This is an optimization exercise on Yosys and OpenROAD, whose aim is a short achievable clock period and few clock cycles, not a production implementation.
Function was checked by simulation only, so behaviour that the tests miss may differ from the original.
Power and IR drop assume default switching activity.

## flow/config.mk

```make
export PLATFORM = sky130hd
export DESIGN_NAME = RV32Core
export DESIGN_NICKNAME = RV32Core
export VERILOG_FILES = /design/flow/design.v
export SDC_FILE = /design/flow/constraint.sdc
export NUM_CORES = 4
export LEC_CHECK = 0
export CAP_MARGIN = 20
export CORE_MARGIN = 2
export CORE_UTILIZATION = 45
export PLACE_DENSITY = 0.6
export SLEW_MARGIN = 20
```

## flow/constraint.sdc

```tcl
create_clock -name core_clock -period 12.0 [get_ports {CPU_CLK}]
set_input_delay 2.4000 -clock core_clock [delete_from_list [all_inputs] [get_ports {CPU_CLK}]]
set_output_delay 2.4000 -clock core_clock [all_outputs]
set_load 0.01 [all_outputs]
```

## flow/design.v

```verilog
`timescale 1ns / 1ps
`timescale 1ns / 1ps
 `timescale 1ns / 1ps
module ALU(
    input wire [31:0] Operand1,
    input wire [31:0] Operand2,
    input wire [3:0] AluContrl,
    output reg [31:0] AluOut
    );    
	wire signed [31:0] Operand1_Signed = $signed(Operand1);
    wire signed [31:0] Operand2_Signed = $signed(Operand2);  
    always@(*)
	begin
		case(AluContrl)
			4'd0:
				begin
					AluOut <= Operand1 << (Operand2[4:0]);
				end
			4'd1:
				begin
					AluOut <= Operand1 >> (Operand2[4:0]);
				end
			4'd2:
				begin
					AluOut <= Operand1_Signed >>> (Operand2[4:0]);
				end
			4'd3:
				begin
					AluOut <= Operand1 + Operand2;
				end
			4'd4:
				begin
					AluOut <= Operand1 - Operand2;
				end
			4'd5:
				begin
					AluOut <= Operand1 ^ Operand2;
				end
			4'd6:
				begin
					AluOut <= Operand1 | Operand2;
				end
			4'd7:
				begin
					AluOut <= Operand1 & Operand2;
				end
			4'd8:
				begin
					AluOut <= Operand1_Signed < Operand2_Signed ? 32'b1:32'b0;
				end
			4'd9:
				begin
					AluOut <= Operand1 < Operand2 ? 32'b1:32'b0;
				end
			4'd10:
				begin
					AluOut <= {Operand2[31:12], 12'b0};
				end
			4'd11:
				begin
					AluOut <= Operand1 & (~Operand2);
				end
			default: AluOut <= 32'b0;
		endcase
	end
endmodule
`timescale 1ns / 1ps
 `timescale 1ns / 1ps
module BranchDecisionMaking(
    input wire [2:0] BranchTypeE,
    input wire [31:0] Operand1,Operand2,
    output reg BranchE
    );
	wire signed [31:0] Operand1_Signed = $signed(Operand1);
    wire signed [31:0] Operand2_Signed = $signed(Operand2);
	always@(*)
	begin
		case(BranchTypeE)
			3'd1: BranchE <= (Operand1 == Operand2) ? 1'b1 : 1'b0;
			3'd2: BranchE <= (Operand1 != Operand2) ? 1'b1 : 1'b0;
			3'd3: BranchE <= (Operand1_Signed < Operand2_Signed) ? 1'b1 : 1'b0;
			3'd4: BranchE <= (Operand1 < Operand2) ? 1'b1 : 1'b0;
			3'd5: BranchE <= (Operand1_Signed >= Operand2_Signed) ? 1'b1 : 1'b0;
			3'd6: BranchE <= (Operand1 >= Operand2) ? 1'b1 : 1'b0;
			default: BranchE <= 1'b0;
		endcase
	end
endmodule
module CSR_RegisterFile(
    input wire clk,
    input wire rst,
    input wire WE,
    input wire [4:0] A,
    input wire [4:0] B,
    input wire [31:0] WD,
    output wire [31:0] RD
    );
    reg [31:0] CSR[31:0];
    integer i;
    always@(posedge clk)
    begin
        if(rst)         for(i=0;i<32;i=i+1) CSR[i][31:0]<=32'b0;
        else if(WE)     CSR[B]<=WD;
    end
    assign RD = (WE && (B==A)) ? WD : CSR[A];
endmodule
`timescale 1ns / 1ps
 `timescale 1ns / 1ps
module ControlUnit(
    input wire [6:0] Op,
    input wire [2:0] Fn3,
    input wire [6:0] Fn7,
    output wire JalD,
    output wire JalrD,
    output reg [2:0] RegWriteD,
    output wire MemToRegD,
    output reg [3:0] MemWriteD,
    output wire LoadNpcD,
    output reg [1:0] RegReadD,
    output reg [2:0] BranchTypeD,
    output reg [3:0] AluContrlD,
    output wire [1:0] AluSrc2D,		 
    output wire AluSrc1D, 			 
	output wire ResultCtrlD,
	output reg [2:0] MuxcD,
    output reg [2:0] ImmType,
    output wire CSRWriteD,
    output wire CSRRead        
    ); 
	assign AluSrc1D = (Op == 7'b0010111) ? 1:0;	
	assign AluSrc2D = ((Op == 7'b0010011)&&(Fn3[1:0] == 2'b01)) ? (2'b01) : (((Op == 7'b0110011)||(Op == 7'b1100011)) ? 2'b00 : 2'b10);
	assign JalD = (Op == 7'b1101111) ? 1:0;
    assign JalrD = (Op == 7'b1100111) ? 1:0;
    assign MemToRegD = (Op == 7'b0000011) ? 1:0; 
	assign LoadNpcD = ((Op == 7'b1101111)||(Op == 7'b1100111)) ? 1:0;
	assign ResultCtrlD = (Op == 7'b1110011) ? 1:0;	 
	assign CSRWriteD = (Op == 7'b1110011) ? 1:0;
	assign CSRRead = (Op == 7'b1110011) ? 1:0;
	always@(*)
	begin
		RegWriteD <= 3'b0;
		MemWriteD <= 0;
		AluContrlD <= 4'd3;
		ImmType <= 3'd0;
		RegReadD <= 2'b00;
		BranchTypeD <= 3'd0;
		MuxcD <= 3'b000;
		case(Op)
			7'b0010011:	  
				begin
					RegWriteD <= 3'd3;
					MemWriteD <= 0;
					ImmType <= 3'd1;
					RegReadD <= 2'b10;
					BranchTypeD <= 3'd0;
					MuxcD <= 3'b000;
					case(Fn3)
						3'b000:	 
							AluContrlD <= 4'd3;
						3'b001:	 
							AluContrlD <= 4'd0;
						3'b010:	 
							AluContrlD <= 4'd8;
						3'b011:	 
							AluContrlD <= 4'd9;
						3'b100:	 
							AluContrlD <= 4'd5;
						3'b101:	 
							begin
								if(Fn7 == 7'b0)
									AluContrlD <= 4'd1;	
								else
									AluContrlD <= 4'd2;
							end
						3'b110:	 
							AluContrlD <= 4'd6;
						3'b111:	 
							AluContrlD <= 4'd7;
					endcase	
				end
			7'b0110011:	 
				begin
					RegWriteD <= 3'd3;
					MemWriteD <= 0;
					ImmType <= 3'd0;
					RegReadD <= 2'b11;
					BranchTypeD <= 3'd0;
					MuxcD <= 3'b000;
					case(Fn3)
						3'b000:	 
						  begin
							if(Fn7 == 7'b0)
								AluContrlD <= 4'd3;	
							else
								AluContrlD <= 4'd4;
						  end
						3'b001:	 
							AluContrlD <= 4'd0;
						3'b010:	 
							AluContrlD <= 4'd8;
						3'b011:	 
							AluContrlD <= 4'd9;
						3'b100:	 
							AluContrlD <= 4'd5;
						3'b101:	 
							begin
								if(Fn7 == 7'b0)
									AluContrlD <= 4'd1;
								else
									AluContrlD <= 4'd2;
							end
						3'b110:	 
							AluContrlD <= 4'd6;
						3'b111:	 
							AluContrlD <= 4'd7;
					endcase
				end
			7'b0110111:	 
				begin
					RegWriteD <= 3'd3;
					MemWriteD <= 0;
					AluContrlD <= 4'd10;
					ImmType <= 3'd4;
					RegReadD <= 2'b00;
					BranchTypeD <= 3'd0;
					MuxcD <= 3'b000;
				end
			7'b0010111:	 
				begin
					RegWriteD <= 3'd3;
					MemWriteD <= 0;
					AluContrlD <= 4'd3;
					ImmType <= 3'd4;	
					RegReadD <= 2'b00;
					BranchTypeD <= 3'd0;
					MuxcD <= 3'b000;
				end
			7'b1101111:	 
				begin
					RegWriteD <= 3'd3;
					MemWriteD <= 0;
					AluContrlD <= 4'd3;
					ImmType <= 3'd5;
					RegReadD <= 2'b00;
					BranchTypeD <= 3'd0;
					MuxcD <= 3'b000;
				end
			7'b1100111:  
				begin
					RegWriteD <= 3'd3;
					MemWriteD <= 0;
					AluContrlD <= 4'd3;
					ImmType <= 3'd1;
					RegReadD <= 2'b10;
					BranchTypeD <= 3'd0;
					MuxcD <= 3'b000;
				end
			7'b1100011:	 
				begin
				    RegWriteD <= 3'b0;
					MemWriteD <= 0;
					ImmType <= 3'd3;	
					RegReadD <= 2'b11;
					MuxcD <= 3'b000;
					case(Fn3)
						3'b000:	 
							BranchTypeD <= 3'd1;
						3'b001:	 
							BranchTypeD <= 3'd2;
						3'b100:	 
							BranchTypeD <= 3'd3;
						3'b101:	 
							BranchTypeD <= 3'd5;
						3'b110:	 
							BranchTypeD <= 3'd4;
						3'b111:	 
							BranchTypeD <= 3'd6;
						default:;
					endcase
				end
			7'b0000011:	 
				begin
					MemWriteD <= 0;
					AluContrlD <= 4'd3;
					ImmType <= 3'd1;
					RegReadD <= 2'b10;
					BranchTypeD <= 3'd0;
					MuxcD <= 3'b000;
					case(Fn3)
						3'b000:	 
							RegWriteD <= 3'd1;
						3'b001:	 
							RegWriteD <= 3'd2;
						3'b010:	 
							RegWriteD <= 3'd3;
						3'b100:  
							RegWriteD <= 3'd4;
						3'b101:  
							RegWriteD <= 3'd5;
						default:;
					endcase
				end
			7'b0100011:	 
				begin
					RegWriteD <= 3'b0;
					AluContrlD <= 4'd3;
					ImmType <= 3'd2; 
					RegReadD <= 2'b11;
					BranchTypeD <= 3'd0;
					MuxcD <= 3'b000;
					case(Fn3)
						3'b000:	 
							MemWriteD <= 4'b0001;
						3'b001:	 
							MemWriteD <= 4'b0011;
						3'b010:	 
							MemWriteD <= 4'b1111;
						default:;
					endcase
				end
			7'b1110011:	 
				begin
					RegWriteD <= 3'd3;
					ImmType <= 3'd6;
					MemWriteD <= 0;
					RegReadD <= 2'b10;
					BranchTypeD <= 3'd0;
					case(Fn3)
						3'b001:	 
							begin
								AluContrlD <= 4'd3;
								MuxcD <= 3'b001;
							end
						3'b010:	 
							begin
								AluContrlD <= 4'd6;
								MuxcD <= 3'b011;
							end
						3'b011:	 
							begin
								AluContrlD <= 4'd11;
								MuxcD <= 3'b011;
							end
						3'b101:	 
							begin
								AluContrlD <= 4'd3;
								MuxcD <= 3'b010;
							end
						3'b110:	 
							begin
								AluContrlD <= 4'd6;
								MuxcD <= 3'b100;
							end
						3'b111:	 
							begin
								AluContrlD <= 4'd11;
								MuxcD <= 3'b100;
							end
					endcase
				end
			default:	 
				begin
					RegWriteD <= 3'b0;
					MemWriteD <= 0;
					AluContrlD <= 4'd3;
					ImmType <= 3'd0;
					RegReadD <= 2'b00;
					BranchTypeD <= 3'd0;
					MuxcD <= 3'b000;
				end
		endcase
	end
endmodule
`timescale 1ns / 1ps
 `timescale 1ns / 1ps
module DataExt(
    input wire [31:0] IN,
    input wire [1:0] LoadedBytesSelect,
    input wire [2:0] RegWriteW,
    output reg [31:0] OUT
    );
    wire [31:0] IN_NA;
 	assign IN_NA = IN >> (LoadedBytesSelect * 32'h8);
	always@(*)
	begin
		case(RegWriteW)
			3'd1: OUT <= { {24{IN_NA[7]}}, IN_NA[7:0] };		
			3'd2: OUT <= { {16{IN_NA[15]}}, IN_NA[15:0] };
			3'd3: OUT <= IN;
			3'd4: OUT <= { 24'b0 , IN_NA[7:0] };
			3'd5: OUT <= { 16'b0 , IN_NA[15:0] };
			default: OUT <= 32'hxxxxxxxx;
		endcase
	end
endmodule
`timescale 1ns / 1ps
module EXSegReg(
    input wire clk,
    input wire en,
    input wire clear,
    input wire [31:0] PCD,
    output reg [31:0] PCE, 
    input wire [31:0] JalNPC,
    output reg [31:0] BrNPC, 
    input wire [31:0] ImmD,
    output reg [31:0] ImmE,
    input wire [4:0] RdD,
    output reg [4:0] RdE,
    input wire [4:0] Rs1D,
    output reg [4:0] Rs1E,
    input wire [4:0] Rs2D,
    output reg [4:0] Rs2E,
    input wire [31:0] RegOut1D,
    output reg [31:0] RegOut1E,
    input wire [31:0] RegOut2D,
    output reg [31:0] RegOut2E,
    input wire JalrD,
    output reg JalrE,
    input wire [2:0] RegWriteD,
    output reg [2:0] RegWriteE,
    input wire MemToRegD,
    output reg MemToRegE,
    input wire [3:0] MemWriteD,
    output reg [3:0] MemWriteE,
    input wire LoadNpcD,
    output reg LoadNpcE,
    input wire [1:0] RegReadD,
    output reg [1:0] RegReadE, 
    input wire [2:0] BranchTypeD,
    output reg [2:0] BranchTypeE,
    input wire [3:0] AluContrlD,
    output reg [3:0] AluContrlE,
    input wire AluSrc1D,
    output reg AluSrc1E,
    input wire [1:0] AluSrc2D,
    output reg [1:0] AluSrc2E,
    input wire [31:0] CSROutD,
	output reg [31:0] CSROutE,
	input wire [4:0] CSRD,
	output reg [4:0] CSRE,
	input wire ResultCtrlD,
	output reg ResultCtrlE,
	input wire [2:0] MuxcD,
	output reg [2:0] MuxcE,
	input wire CSRWriteD,
	output reg CSRWriteE
    );
    always@(posedge clk) begin
        if(en)
            if(clear)
                begin
                PCE<=32'b0; 
                BrNPC<=32'b0; 
                ImmE<=32'b0;
                RdE<=32'b0;
                Rs1E<=5'b0;
                Rs2E<=5'b0;
                RegOut1E<=32'b0;
                RegOut2E<=32'b0;
                JalrE<=1'b0;
                RegWriteE<=1'b0;
                MemToRegE<=1'b0;
                MemWriteE<=1'b0;
                LoadNpcE<=1'b0;
                RegReadE<=2'b00;
                BranchTypeE <= 3'b0;
                AluContrlE<=4'b0;
                AluSrc1E<=1'b0; 
                AluSrc2E<=2'b0; 
                CSROutE <= 32'b0;
                CSRE <= 5'b0;
                ResultCtrlE <= 1'b0;
                MuxcE <= 3'b0;  
                CSRWriteE <= 1'b0;  
            end else begin
                PCE<=PCD; 
                BrNPC<=JalNPC; 
                ImmE<=ImmD;
                RdE<=RdD;
                Rs1E<=Rs1D;
                Rs2E<=Rs2D;
                RegOut1E<=RegOut1D;
                RegOut2E<=RegOut2D;
                JalrE<=JalrD;
                RegWriteE<=RegWriteD;
                MemToRegE<=MemToRegD;
                MemWriteE<=MemWriteD;
                LoadNpcE<=LoadNpcD;
                RegReadE<=RegReadD;
                BranchTypeE <= BranchTypeD;
                AluContrlE<=AluContrlD;
                AluSrc1E<=AluSrc1D;
                AluSrc2E<=AluSrc2D; 
                CSROutE <= CSROutD;
                CSRE <= CSRD;
                ResultCtrlE <= ResultCtrlD;
                MuxcE <= MuxcD;   
                CSRWriteE <= CSRWriteD;     
            end
        end
endmodule
`timescale 1ns / 1ps
module HarzardUnit(
    input wire CpuRst, ICacheMiss, DCacheMiss, 
    input wire BranchE, JalrE, JalD, 
    input wire [4:0] Rs1D, Rs2D, Rs1E, Rs2E, RdE, RdM, RdW,
    input wire [1:0] RegReadE,
    input wire MemToRegE,
    input wire [2:0] RegWriteM, RegWriteW,
    output reg StallF, FlushF, StallD, FlushD, StallE, FlushE, StallM, FlushM, StallW, FlushW,
    output reg [1:0] Forward1E, Forward2E
    );
	always@(*)
	begin
		if(CpuRst)
			{StallF, FlushF, StallD, FlushD, StallE, FlushE, StallM, FlushM, StallW, FlushW} <= 10'b0101010101;
		else if(BranchE)
			{StallF, FlushF, StallD, FlushD, StallE, FlushE, StallM, FlushM, StallW, FlushW} <= 10'b0001010000;
		else if(JalrE)
			{StallF, FlushF, StallD, FlushD, StallE, FlushE, StallM, FlushM, StallW, FlushW} <= 10'b0001010000;
		else if(JalD)
			{StallF, FlushF, StallD, FlushD, StallE, FlushE, StallM, FlushM, StallW, FlushW} <= 10'b0001000000;
		else if( MemToRegE && ((RdE == Rs1D)||(RdE == Rs2D)))
			{StallF, FlushF, StallD, FlushD, StallE, FlushE, StallM, FlushM, StallW, FlushW} <= 10'b1010010000;
		else
			{StallF, FlushF, StallD, FlushD, StallE, FlushE, StallM, FlushM, StallW, FlushW} <= 10'b0000000000;
	end
	always@(*)		 
	begin
		if((RegReadE[1])&&(RegWriteM != 0)&&(RdM == Rs1E)&&(RdM != 0))
			Forward1E <= 2'b10;
		else if((RegReadE[1])&&(RegWriteW != 0)&&(RdW == Rs1E)&&(RdW != 0))
			Forward1E <= 2'b01;
		else
			Forward1E <= 2'b00;
	end
	always@(*)		 
	begin
		if((RegReadE[0])&&(RegWriteM != 0)&&(RdM == Rs2E)&&(RdM != 0))
			Forward2E <= 2'b10;
		else if((RegReadE[0])&&(RegWriteW != 0)&&(RdW == Rs2E)&&(RdW != 0))
			Forward2E <= 2'b01;
		else
			Forward2E <= 2'b00;
	end
endmodule
`timescale 1ns / 1ps
module IDSegReg(
    input wire clk,
    input wire clear,
    input wire en,
    input wire [31:0] RD_raw,
    output wire [31:0] RD,
    input wire [31:0] PCF,
    output reg [31:0] PCD 
    );
    always@(posedge clk)
        if(en)
            PCD <= clear ? 0: PCF;
    reg stall_ff;
    reg clear_ff;
    reg [31:0] RD_old;
    always @ (posedge clk)
    begin
        stall_ff<=~en;
        clear_ff<=clear;
        RD_old<=RD_raw;
    end    
    assign RD = stall_ff ? RD_old : (clear_ff ? 32'b0 : RD_raw );
endmodule
`timescale 1ns / 1ps
module IFSegReg(
    input wire clk,
    input wire en, clear,
    input wire [31:0] PC_In,
    output reg [31:0] PCF
    );
    always@(posedge clk)
        if(en) begin
            if(clear)
                PCF <= 0;
            else 
                PCF <= PC_In;
        end
endmodule
`timescale 1ns / 1ps
 `timescale 1ns / 1ps
module ImmOperandUnit(
    input wire [31:7] In,
    input wire [2:0] Type,
    output reg [31:0] Out
    );
    always@(*)
    begin
        case(Type)
            3'd1: Out <= { {21{In[31]}}, In[30:20] };
			3'd2: Out <= { {21{In[31]}}, In[30:25], In[11:7] };
			3'd3:	Out <= { {20{In[31]}}, In[7], In[30:25], In[11:8], 1'b0 };
			3'd4:	Out <= { In[31:12], 12'b0 };
			3'd5:	Out <= { {12{In[31]}}, In[19:12], In[20], In[30:21], 1'b0 };
			3'd6: Out <= { 27'b0, In[19:15] };
            default:Out<=32'hxxxxxxxx;
        endcase
    end
endmodule
`timescale 1ns / 1ps
module MEMSegReg(
    input wire clk,
    input wire en,
    input wire clear,
    input wire [31:0] AluOutE,
    output reg [31:0] AluOutM, 
    input wire [31:0] ForwardData2,
    output reg [31:0] StoreDataM, 
    input wire [4:0] RdE,
    output reg [4:0] RdM,
    input wire [31:0] PCE,
    output reg [31:0] PCM,
    input wire [2:0] RegWriteE,
    output reg [2:0] RegWriteM,
    input wire MemToRegE,
    output reg MemToRegM,
    input wire [3:0] MemWriteE,
    output reg [3:0] MemWriteM,
    input wire LoadNpcE,
    output reg LoadNpcM
    );
    always@(posedge clk)
        if(en) begin
            AluOutM    <= clear ?     0 : AluOutE;
            StoreDataM <= clear ?     0 : ForwardData2;
            RdM        <= clear ?  5'h0 : RdE;
            PCM        <= clear ?     0 : PCE;
            RegWriteM  <= clear ?  3'h0 : RegWriteE;
            MemToRegM  <= clear ?  1'b0 : MemToRegE;
            MemWriteM  <= clear ?  4'b0 : MemWriteE;
            LoadNpcM   <= clear ?     0 : LoadNpcE;
        end
endmodule
`timescale 1ns / 1ps
module NPC_Generator(
    input wire [31:0] PCF,JalrTarget, BranchTarget, JalTarget,
    input wire BranchE,JalD,JalrE,
    output reg [31:0] PC_In
    );
	always@(*)
	begin
		if(JalrE)
			PC_In <= JalrTarget;
		else if(BranchE)
			PC_In <= BranchTarget;
		else if(JalD)
			PC_In <= JalTarget;
		else
			PC_In <= PCF + 4;
	end
endmodule
`timescale 1ns / 1ps
module RegisterFile(
    input wire clk,
    input wire rst,
    input wire WE3,
    input wire [4:0] A1,
    input wire [4:0] A2,
    input wire [4:0] A3,
    input wire [31:0] WD3,
    output wire [31:0] RD1,
    output wire [31:0] RD2
    );
    reg [31:0] RegFile[31:1];
    integer i;
    always@(posedge clk)
    begin
        if(rst)                                 for(i=1;i<32;i=i+1) RegFile[i][31:0]<=32'b0;
        else if( (WE3==1'b1) && (A3!=5'b0) )    RegFile[A3]<=WD3;
    end
    assign RD1= (A1==5'b0)?32'b0:(((WE3==1'b1)&&(A3==A1))?WD3:RegFile[A1]);
    assign RD2= (A2==5'b0)?32'b0:(((WE3==1'b1)&&(A3==A2))?WD3:RegFile[A2]);
endmodule
`timescale 1ns / 1ps
module WBSegReg(
    input wire clk,
    input wire en,
    input wire clear,
    input wire [31:0] A,
    input wire [31:0] WD,
    input wire [3:0] WE,
    output wire [31:0] RD,
    output reg [1:0] LoadedBytesSelect,
    output wire [31:0] MemA,
    output wire [3:0] MemWE,
    output wire [31:0] MemWD,
    input wire [31:0] RD_raw,
    input wire [31:0] ResultM,
    output reg [31:0] ResultW, 
    input wire [4:0] RdM,
    output reg [4:0] RdW,
    input wire [2:0] RegWriteM,
    output reg [2:0] RegWriteW,
    input wire MemToRegM,
    output reg MemToRegW
    );
    always@(posedge clk)
        if(en) begin
            LoadedBytesSelect <= clear ? 2'b00 : A[1:0];
            RegWriteW         <= clear ?  1'b0 : RegWriteM;
            MemToRegW         <= clear ?  1'b0 : MemToRegM;
            ResultW           <= clear ?     0 : ResultM;
            RdW               <= clear ?  5'b0 : RdM;
        end
    assign MemA  = A;
    assign MemWE = WE << A[1:0];
    assign MemWD = WD << (A[1:0]*8);
    reg stall_ff;
    reg clear_ff;
    reg [31:0] RD_old;
    always @ (posedge clk)
    begin
        stall_ff<=~en;
        clear_ff<=clear;
        RD_old<=RD_raw;
    end    
    assign RD = stall_ff ? RD_old : (clear_ff ? 32'b0 : RD_raw );
endmodule
module mux4to2(
	input [31:0] s1,	 
	input [31:0] s2,	 
	input [31:0] s3,	 
	input [31:0] s4,	 
	input [2:0]   s,
	output reg [31:0] out1,
	output reg [31:0] out2
);
	always@(*)
	begin
		case(s)
			3'b000:	 
				begin
					out1 <= s1;
					out2 <= s2;
				end
			3'b001:	 
				begin
					out1 <= s1;
					out2 <= s4;
				end
			3'b010:	 
				begin
					out1 <= s2;
					out2 <= s4;
				end
			3'b011:	 
				begin
					out1 <= s3;
					out2 <= s1;
				end
			3'b100:	 
				begin
					out1 <= s3;
					out2 <= s2;
				end
			default:
				begin
					out1 <= s1;
					out2 <= s2;
				end
		endcase
	end
endmodule
`timescale 1ns / 1ps
module RV32Core(
    input wire CPU_CLK,
    input wire CPU_RST,
    output wire [31:0] CPU_InstRAM_A,
    input wire [31:0] CPU_InstRAM_RD,
    output wire [31:0] CPU_DataRAM_A,
    output wire [3:0] CPU_DataRAM_WE,
    output wire [31:0] CPU_DataRAM_WD,
    input wire [31:0] CPU_DataRAM_RD
    );
    wire StallF, FlushF, StallD, FlushD, StallE, FlushE, StallM, FlushM, StallW, FlushW;
    wire [31:0] PC_In;
    wire [31:0] PCF;
    wire [31:0] Instr, PCD;
    wire JalD, JalrD, LoadNpcD, MemToRegD, AluSrc1D;
    wire [2:0] RegWriteD;
    wire [3:0] MemWriteD;
    wire [1:0] RegReadD;
    wire [2:0] BranchTypeD;
    wire [3:0] AluContrlD;
    wire [1:0] AluSrc2D;
    wire [2:0] RegWriteW;
    wire [4:0] RdW;
    wire [31:0] RegWriteData;
    wire [31:0] DM_RD_Ext;
    wire [2:0] ImmType;
    wire [31:0] ImmD;
    wire [31:0] JalNPC;
    wire [31:0] BrNPC; 
    wire [31:0] ImmE;
    wire [6:0] OpCodeD, Funct7D;
    wire [2:0] Funct3D;
    wire [4:0] Rs1D, Rs2D, RdD;
    wire [4:0] Rs1E, Rs2E, RdE;
    wire [31:0] RegOut1D;
    wire [31:0] RegOut1E;
    wire [31:0] RegOut2D;
    wire [31:0] RegOut2E;
    wire JalrE;
    wire [2:0] RegWriteE;
    wire MemToRegE;
    wire [3:0] MemWriteE;
    wire LoadNpcE;
    wire [1:0] RegReadE;
    wire [2:0] BranchTypeE;
    wire [3:0] AluContrlE;
    wire AluSrc1E;
    wire [1:0] AluSrc2E;
    wire [31:0] Operand1;
    wire [31:0] Operand2;
    wire BranchE;
    wire [31:0] AluOutE;
    wire [31:0] AluOutM; 
    wire [31:0] ForwardData1;
    wire [31:0] ForwardData2;
    wire [31:0] PCE;
    wire [31:0] StoreDataM; 
    wire [4:0] RdM;
    wire [31:0] PCM;
    wire [2:0] RegWriteM;
    wire MemToRegM;
    wire [3:0] MemWriteM;
    wire LoadNpcM;
    wire [31:0] DM_RD;
    wire [31:0] ResultM;
    wire [31:0] ResultW;
    wire MemToRegW;
    wire [1:0] Forward1E;
    wire [1:0] Forward2E;
    wire [1:0] LoadedBytesSelect;
	wire [4:0] CSRD,CSRE;
	wire [2:0] MuxcD,MuxcE;
	wire CSRWriteD, CSRWriteE, CSRWriteEE;
	wire ResultCtrlD,ResultCtrlE;
	wire [31:0] CSROutD,CSROutE;
	wire [31:0] Operand01,Operand02;
	wire [31:0] AluOutEE;
	wire CSRRead,CSRRead0;
    assign {Funct7D, Rs2D, Rs1D, Funct3D, RdD, OpCodeD} = Instr;
    assign JalNPC=ImmD+PCD;
    assign ForwardData1 = Forward1E[1]?(AluOutM):( Forward1E[0]?RegWriteData:RegOut1E );
    assign Operand1 = AluSrc1E?PCE:ForwardData1;
    assign ForwardData2 = Forward2E[1]?(AluOutM):( Forward2E[0]?RegWriteData:RegOut2E );
    assign Operand2 = AluSrc2E[1]?(ImmE):( AluSrc2E[0]?Rs2E:ForwardData2 );
    assign ResultM = LoadNpcM ? (PCM+4) : AluOutM;
    assign RegWriteData = ~MemToRegW?ResultW:DM_RD_Ext;
    assign AluOutE = (ResultCtrlE)? CSROutE:AluOutEE;
    assign CSRRead0 = ((CSRRead && ((MuxcD == 3'b001)||(MuxcD == 3'b0101))&&(RdD == 5'b0))||(CSRRead == 0)) ? 0:1;
    assign CSRWriteEE = CSRWriteE?((((MuxcE == 3'b011)&&(Rs1E == 5'b0))||((MuxcE == 3'b100)&&(ImmE == 32'b0)))? 0 :1):0;
    assign CSRD = Rs2D;
    assign CPU_InstRAM_A = PCF;
    NPC_Generator NPC_Generator1(
        .PCF(PCF),
        .JalrTarget(AluOutE), 
        .BranchTarget(BrNPC), 
        .JalTarget(JalNPC),
        .BranchE(BranchE),
        .JalD(JalD),
        .JalrE(JalrE),
        .PC_In(PC_In)
    );
    IFSegReg IFSegReg1(
        .clk(CPU_CLK),
        .en(~StallF),
        .clear(FlushF), 
        .PC_In(PC_In),
        .PCF(PCF)
    );
    IDSegReg IDSegReg1(
        .clk(CPU_CLK),
        .clear(FlushD),
        .en(~StallD),
        .RD_raw(CPU_InstRAM_RD),
        .RD(Instr),
        .PCF(PCF),
        .PCD(PCD) 
    );
    ControlUnit ControlUnit1(
        .Op(OpCodeD),
        .Fn3(Funct3D),
        .Fn7(Funct7D),
        .JalD(JalD),
        .JalrD(JalrD),
        .RegWriteD(RegWriteD),
        .MemToRegD(MemToRegD),
        .MemWriteD(MemWriteD),
        .LoadNpcD(LoadNpcD),
        .RegReadD(RegReadD),
        .BranchTypeD(BranchTypeD),
        .AluContrlD(AluContrlD),
        .AluSrc1D(AluSrc1D),
        .AluSrc2D(AluSrc2D),
        .ImmType(ImmType),
		.ResultCtrlD(ResultCtrlD),
		.MuxcD(MuxcD),
		.CSRWriteD(CSRWriteD),
		.CSRRead(CSRRead)
    );
    ImmOperandUnit ImmOperandUnit1(
        .In(Instr[31:7]),
        .Type(ImmType),
        .Out(ImmD)
    );
    RegisterFile RegisterFile1(
        .clk(CPU_CLK),
        .rst(CPU_RST),
        .WE3(|RegWriteW),
        .A1(Rs1D),
        .A2(Rs2D),
        .A3(RdW),
        .WD3(RegWriteData),
        .RD1(RegOut1D),
        .RD2(RegOut2D)
    );
	CSR_RegisterFile CSR0(
		.clk(CPU_CLK),
        .rst(CPU_RST),
        .WE(CSRWriteEE),
        .A(Rs2D),
        .B(CSRE),
        .WD(AluOutEE),
        .RD(CSROutD)
	);
    EXSegReg EXSegReg1(
        .clk(CPU_CLK),
        .en(~StallE),
        .clear(FlushE),
        .PCD(PCD),
        .PCE(PCE), 
        .JalNPC(JalNPC),
        .BrNPC(BrNPC), 
        .ImmD(ImmD),
        .ImmE(ImmE),
        .RdD(RdD),
        .RdE(RdE),
        .Rs1D(Rs1D),
        .Rs1E(Rs1E),
        .Rs2D(Rs2D),
        .Rs2E(Rs2E),
        .RegOut1D(RegOut1D),
        .RegOut1E(RegOut1E),
        .RegOut2D(RegOut2D),
        .RegOut2E(RegOut2E),
        .JalrD(JalrD),
        .JalrE(JalrE),
        .RegWriteD(RegWriteD),
        .RegWriteE(RegWriteE),
        .MemToRegD(MemToRegD),
        .MemToRegE(MemToRegE),
        .MemWriteD(MemWriteD),
        .MemWriteE(MemWriteE),
        .LoadNpcD(LoadNpcD),
        .LoadNpcE(LoadNpcE),
        .RegReadD(RegReadD),
        .RegReadE(RegReadE),
        .BranchTypeD(BranchTypeD),
        .BranchTypeE(BranchTypeE),
        .AluContrlD(AluContrlD),
        .AluContrlE(AluContrlE),
        .AluSrc1D(AluSrc1D),
        .AluSrc1E(AluSrc1E),
        .AluSrc2D(AluSrc2D),
        .AluSrc2E(AluSrc2E),
		.CSROutD(CSROutD),
		.CSROutE(CSROutE),
		.CSRD(CSRD),
		.CSRE(CSRE),
		.ResultCtrlD(ResultCtrlD),
		.ResultCtrlE(ResultCtrlE),
		.MuxcD(MuxcD),
		.MuxcE(MuxcE),
		.CSRWriteD(CSRWriteD),
		.CSRWriteE(CSRWriteE)
    	);
	mux4to2 M0(
		.s1(Operand1),
		.s2(Operand2),
		.s3(CSROutE),
		.s4(32'b0),
		.s(MuxcE),
		.out1(Operand01),
		.out2(Operand02)
		);
    ALU ALU1(
        .Operand1(Operand01),
        .Operand2(Operand02),
        .AluContrl(AluContrlE),
        .AluOut(AluOutEE)
    	);
    BranchDecisionMaking BranchDecisionMaking1(
        .BranchTypeE(BranchTypeE),
        .Operand1(Operand1),
        .Operand2(Operand2),
        .BranchE(BranchE)
        );
    MEMSegReg MEMSegReg1(
        .clk(CPU_CLK),
        .en(~StallM),
        .clear(FlushM),
        .AluOutE(AluOutE),
        .AluOutM(AluOutM), 
        .ForwardData2(ForwardData2),
        .StoreDataM(StoreDataM), 
        .RdE(RdE),
        .RdM(RdM),
        .PCE(PCE),
        .PCM(PCM),
        .RegWriteE(RegWriteE),
        .RegWriteM(RegWriteM),
        .MemToRegE(MemToRegE),
        .MemToRegM(MemToRegM),
        .MemWriteE(MemWriteE),
        .MemWriteM(MemWriteM),
        .LoadNpcE(LoadNpcE),
        .LoadNpcM(LoadNpcM)
    );
    WBSegReg WBSegReg1(
        .clk(CPU_CLK),
        .en(~StallW),
        .clear(FlushW),
        .A(AluOutM),
        .WD(StoreDataM),
        .WE(MemWriteM),
        .RD(DM_RD),
        .LoadedBytesSelect(LoadedBytesSelect),
        .MemA(CPU_DataRAM_A),
        .MemWE(CPU_DataRAM_WE),
        .MemWD(CPU_DataRAM_WD),
        .RD_raw(CPU_DataRAM_RD),
        .ResultM(ResultM),
        .ResultW(ResultW), 
        .RdM(RdM),
        .RdW(RdW),
        .RegWriteM(RegWriteM),
        .RegWriteW(RegWriteW),
        .MemToRegM(MemToRegM),
        .MemToRegW(MemToRegW)
    );
    DataExt DataExt1(
        .IN(DM_RD),
        .LoadedBytesSelect(LoadedBytesSelect),
        .RegWriteW(RegWriteW),
        .OUT(DM_RD_Ext)
    );
    HarzardUnit HarzardUnit1(
        .CpuRst(CPU_RST),
        .BranchE(BranchE),
        .JalrE(JalrE),
        .JalD(JalD),
        .Rs1D(Rs1D),
        .Rs2D(Rs2D),
        .Rs1E(Rs1E),
        .Rs2E(Rs2E),
        .RegReadE(RegReadE),
        .MemToRegE(MemToRegE),
        .RdE(RdE),
        .RdM(RdM),
        .RegWriteM(RegWriteM),
        .RdW(RdW),
        .RegWriteW(RegWriteW),
        .ICacheMiss(1'b0),
        .DCacheMiss(1'b0),
        .StallF(StallF),
        .FlushF(FlushF),
        .StallD(StallD),
        .FlushD(FlushD),
        .StallE(StallE),
        .FlushE(FlushE),
        .StallM(StallM),
        .FlushM(FlushM),
        .StallW(StallW),
        .FlushW(FlushW),
        .Forward1E(Forward1E),
        .Forward2E(Forward2E)
    	);    
endmodule
```

## flow/run.sh

```bash
#!/bin/bash
# synth_recipe.tcl (not shown) runs the flow's synth.tcl, then flattens the netlist and writes it again
# the make line also repeats each setting of config.mk as NAME=value (left out here)
make -C /OpenROAD-flow-scripts/flow DESIGN_CONFIG=/design/flow/config.mk WORK_HOME=/design/flow/orfs CLKGATE_MAP_FILE= SYNTH_SCRIPT=/design/flow/synth_recipe.tcl finish
```

==> notes.md <==
async set or reset register ratio after synthesis 0; clk slew on worst S/H paths 60 ps; height of the die 556.3 um; initial antenna violation count 32; Num CTS Buffers 287; Routed Antenna Nets 0; Total Die Area 309,400 um^2; drt total wl 626.1 mm; synthesized cell area 137,200 um^2; most common cell after layout, fill and taps aside nand2_1; total core area 303,000 um^2; clock buffer depth 4; warnings from Yosys 15; Hold WS 433.5 ps; Post-Synthesis Cells 15,260; crit path DAT 10,480 ps; GPL Wtd Cong 1.064; Congestion Overflow GR 0; Hold Violations, Final 0; Peak VDD IR 107.1 uV; status timing/DRC/antenna clean; synth unique cells 127; GR Util met2 0.5526; Site Rows 202; crit path capture type register; Post-DP Area 142,600 um^2; met3 Use GR 0.1212; most frequent cells in the layout 3,411 x nand2_1, 2,486 x nor2_1, 2,112 x edfxtp_1, 1,053 x nand3_1, 574 x a311oi_1; top achievable clock speed 0.1035 GHz; Setup Fix Bufs, Post-CTS 0; CP Data Required Time 12,820 ps; setup slack at placement 1605 ps; CTS tree built; DR vias 123,900; period utilization 0.8048; Slew @ Worst Pin 1337 ps; total track usage 0.3924; first-pass GRT wire length 868.3 mm; DR WL/cell 32.99 um; Layout Cells excl Fill 18,980; CP Launch Type input port; unrepaired setup endpoints after global routing false; Detailed Routing Iterations Pass 1 7; Setup Skew 97.32 ps; vias in the first global route 112,400; Area Overhead vs Synth 10.57%; number of synthesized flops with an enable pin 2,112; worst setup path start CPU_DataRAM_RD[23]; post-synthesis area per instance 8.992 um^2; clock latency (worst-skew pair) 960 ps; Final min period 9658 ps; IO Pins 166; Post-CTS Resized 0; PwrDens 147.6 nW/um^2; Reg area 71,820 um^2; met1 Use GR 0.5363; final worst slack 2342 ps; Hold Path Class register to register; DR iter-0 viols 19,640; setup TNS 0 ps; Initial Utilization 0.4529; fillcell total 28,040; Die Width 556.3 um; H-tree Lvls 5; I/O Buffers 165; DP HPWL 394.6 mm; Layout Nets 14,990; Final setup viols 0; # clock sinks 2,531; Leak Pwr 54.40 nW; WS Path Type input port to register; # Max-Cap Violations 0; maximum number of pins on one net before global-route repair 131; Max-slew headroom 0.1014; top_reg_cell synth edfxtp_1; Seq/Total Area, Yosys 0.5232; dpl cells 18,440; worst-path fanout max 61; share of layout cells above drive strength 1 0.08252; busiest grt layer met2; fin area 151,800 um^2; area of the multi-input gates 59,890 um^2; Final Max Tran Viols 0; Avg Vias per Cell 6.528; DRC violations left 0; number of synthesized register bits 2,531; worst hold start EXSegReg1.LoadNpcE; reg-to-reg startpoint WBSegReg1.RdW[2]; CTS Root Cell clkbuf_16; hold_buf cts 0
## worst max-delay path, stage by stage
cell	delay, ps
clkdlybuf4s50_1	590
nor3b_1	240
a31oi_2	1060
nand3_1	690
a21oi_4	320
buf_4	420
a21o_1	220
nor2_1	70
a21oi_1	280
nor2_1	80
a21oi_1	160
ha_1	260
nand4_1	130
nor2_1	80
a21oi_1	120
o211ai_1	120
a21o_1	180
a31oi_1	460
nand4b_1	150
o2111ai_1	200
nor2_4	100
nor3_2	730
buf_4	650
o21ai_0	460
nor2_1	240
## metal layers
metal  part of all wire  vias to the layer above  routed length [um]
met2               0.41                     8939              256900
met4              0.063                       12               39440
li1                   -                    53160                   -
met3               0.14                     1610               87340
met1               0.39                    60160              242300
met5            0.00013                        -                  82
## power breakdown
group          internal (W)  switching (W)  leakage (nW)
sequential          0.00982       0.000279          25.4
combinational      0.000907        0.00278          24.7
clock               0.00480        0.00382          4.37
## logic make-up after synthesis
| logic type | after synthesis | share of synthesized area |
|---|---|---|
| buffers and inverters | 1613 | 0.04813 |
| multiplexers | 152 | 0.01170 |
| other | 1 | 0.00002732 |
| adder cells (fa/ha/maj) | 171 | 0.01575 |
| XOR/XNOR | 169 | 0.01084 |
| flip-flops | 2531 | 0.5232 |
| AO/OA/AOI/OAI | 2507 | 0.1372 |
| AND/OR/NAND/NOR | 8118 | 0.2531 |
## cell usage after synthesis (18+ instances only)
library cell	instances	area [um^2]
mux2_2	29	326.6
ha_1	168	2102
o21ai_0	177	885.9
xnor2_1	125	1095
a21oi_1	350	1752
buf_4	39	292.8
o22ai_1	52	325.3
a211o_1	41	359.1
nand2b_1	99	619.3
a22oi_1	67	503.0
buf_1	80	300.3
nor2_1	2496	9369
and2_1	122	763.2
edfxtp_1	2112	63420
a221o_1	27	270.3
o21a_1	52	390.4
a21o_1	54	405.4
nand3b_1	24	180.2
and3_1	382	2390
a211oi_1	412	3093
nor4_1	40	250.2
nand4_1	40	250.2
o211ai_1	39	292.8
a311oi_1	577	5054
a22o_1	24	210.2
a31oi_1	229	1433
o221ai_1	53	464.2
nand2_1	3445	12930
o31a_1	18	157.7
mux2i_1	117	1171
nor3_1	171	855.8
buf_6	30	337.8
nor2_2	22	137.6
xor2_1	43	376.6
clkbuf_1	1136	4264
nand3_1	1055	5280
nor2b_1	109	681.9
inv_1	175	656.9
o31ai_1	35	262.8
a221oi_1	53	464.2
dfxtp_1	419	8388
buf_2	139	695.7
## layout make-up
| cell class | count | share of cell area |
|---|---|---|
| diodes | 22 | 0.0003628 |
| clock buffers | 372 | 0.05148 |
| clock inverters | 139 | 0.007709 |
| inverters | 189 | 0.004708 |
| multi-input cells | 11150 | 0.3947 |
| flip-flops and latches | 2531 | 0.4733 |
| well taps | 3978 | 0.03280 |
| repair buffers | 598 | 0.03503 |
## flip-flops by register name, indices dropped and copies added, names as in the netlist, 5 cells and up
register and cells:
RegisterFile1.RegFile 1024, MEMSegReg1.StoreDataM 32, MEMSegReg1.AluOutM 32, MEMSegReg1.RdM 5, EXSegReg1.PCE 32, EXSegReg1.RegOut1E 32, EXSegReg1.CSRE 5, IFSegReg1.PCF 32
EXSegReg1.BrNPC 32, WBSegReg1.RdW 5, EXSegReg1.CSROutE 32, IDSegReg1.RD_old 32, EXSegReg1.RegOut2E 32, IDSegReg1.PCD 32, WBSegReg1.ResultW 32, CSR0.CSR 1024
EXSegReg1.Rs1E 5, EXSegReg1.ImmE 32, MEMSegReg1.PCM 32, EXSegReg1.RdE 5
## metrics by stage
stage / util / power (W)
2_1_floorplan: - / 0.01214
3_3_place_gp: 0.4704 / 0.01377
3_5_place_dp: 0.4705 / 0.01377
4_1_cts: 0.5001 / 0.02223
5_1_grt: 0.5006 / 0.02286
6_report: 0.5008 / 0.02240
## final timing paths
path | to | slack (ps) | cells past startpoint
worst max register to register | CSR0.CSR[11][9] | 3160 | 22
worst max-delay path | EXSegReg1.ImmE[10] | 2340 | 25
worst min-delay path | MEMSegReg1.LoadNpcM | 430 | 1
worst min register to register | MEMSegReg1.LoadNpcM | 430 | 1
Testbench counts, summed over its fixed seeds: cycles 788,903.

what the ideal ports hide:
How much do the figures lean on ideal ports? The routed layout below was timed once more, with nothing changed but the port constraints.
Step 1 sets driving cells, clkbuf_16 on the clock port and buf_2 on the other inputs (assumed; they add their load-dependent delay and slew).
Step 2 moves the port delays by t, midway between the first and last clock arrival at a register: inputs arrive t later, outputs are due t later. That takes back most of the time a late clock gives input paths.
a / b / c = ideal ports / drivers / drivers and shift; a / b = the first two.
shift t [ns]: 1.018
setup slack, ns: 2.342 / 2.427 / 1.409
worst setup path after step 2: input to register
clock arrival spread, ns: 0.099 / 0.099
After both steps this run still meets setup and hold. For this run, drivers alone change the setup slack by +0.085 ns; drivers and shift together by -0.933 ns.
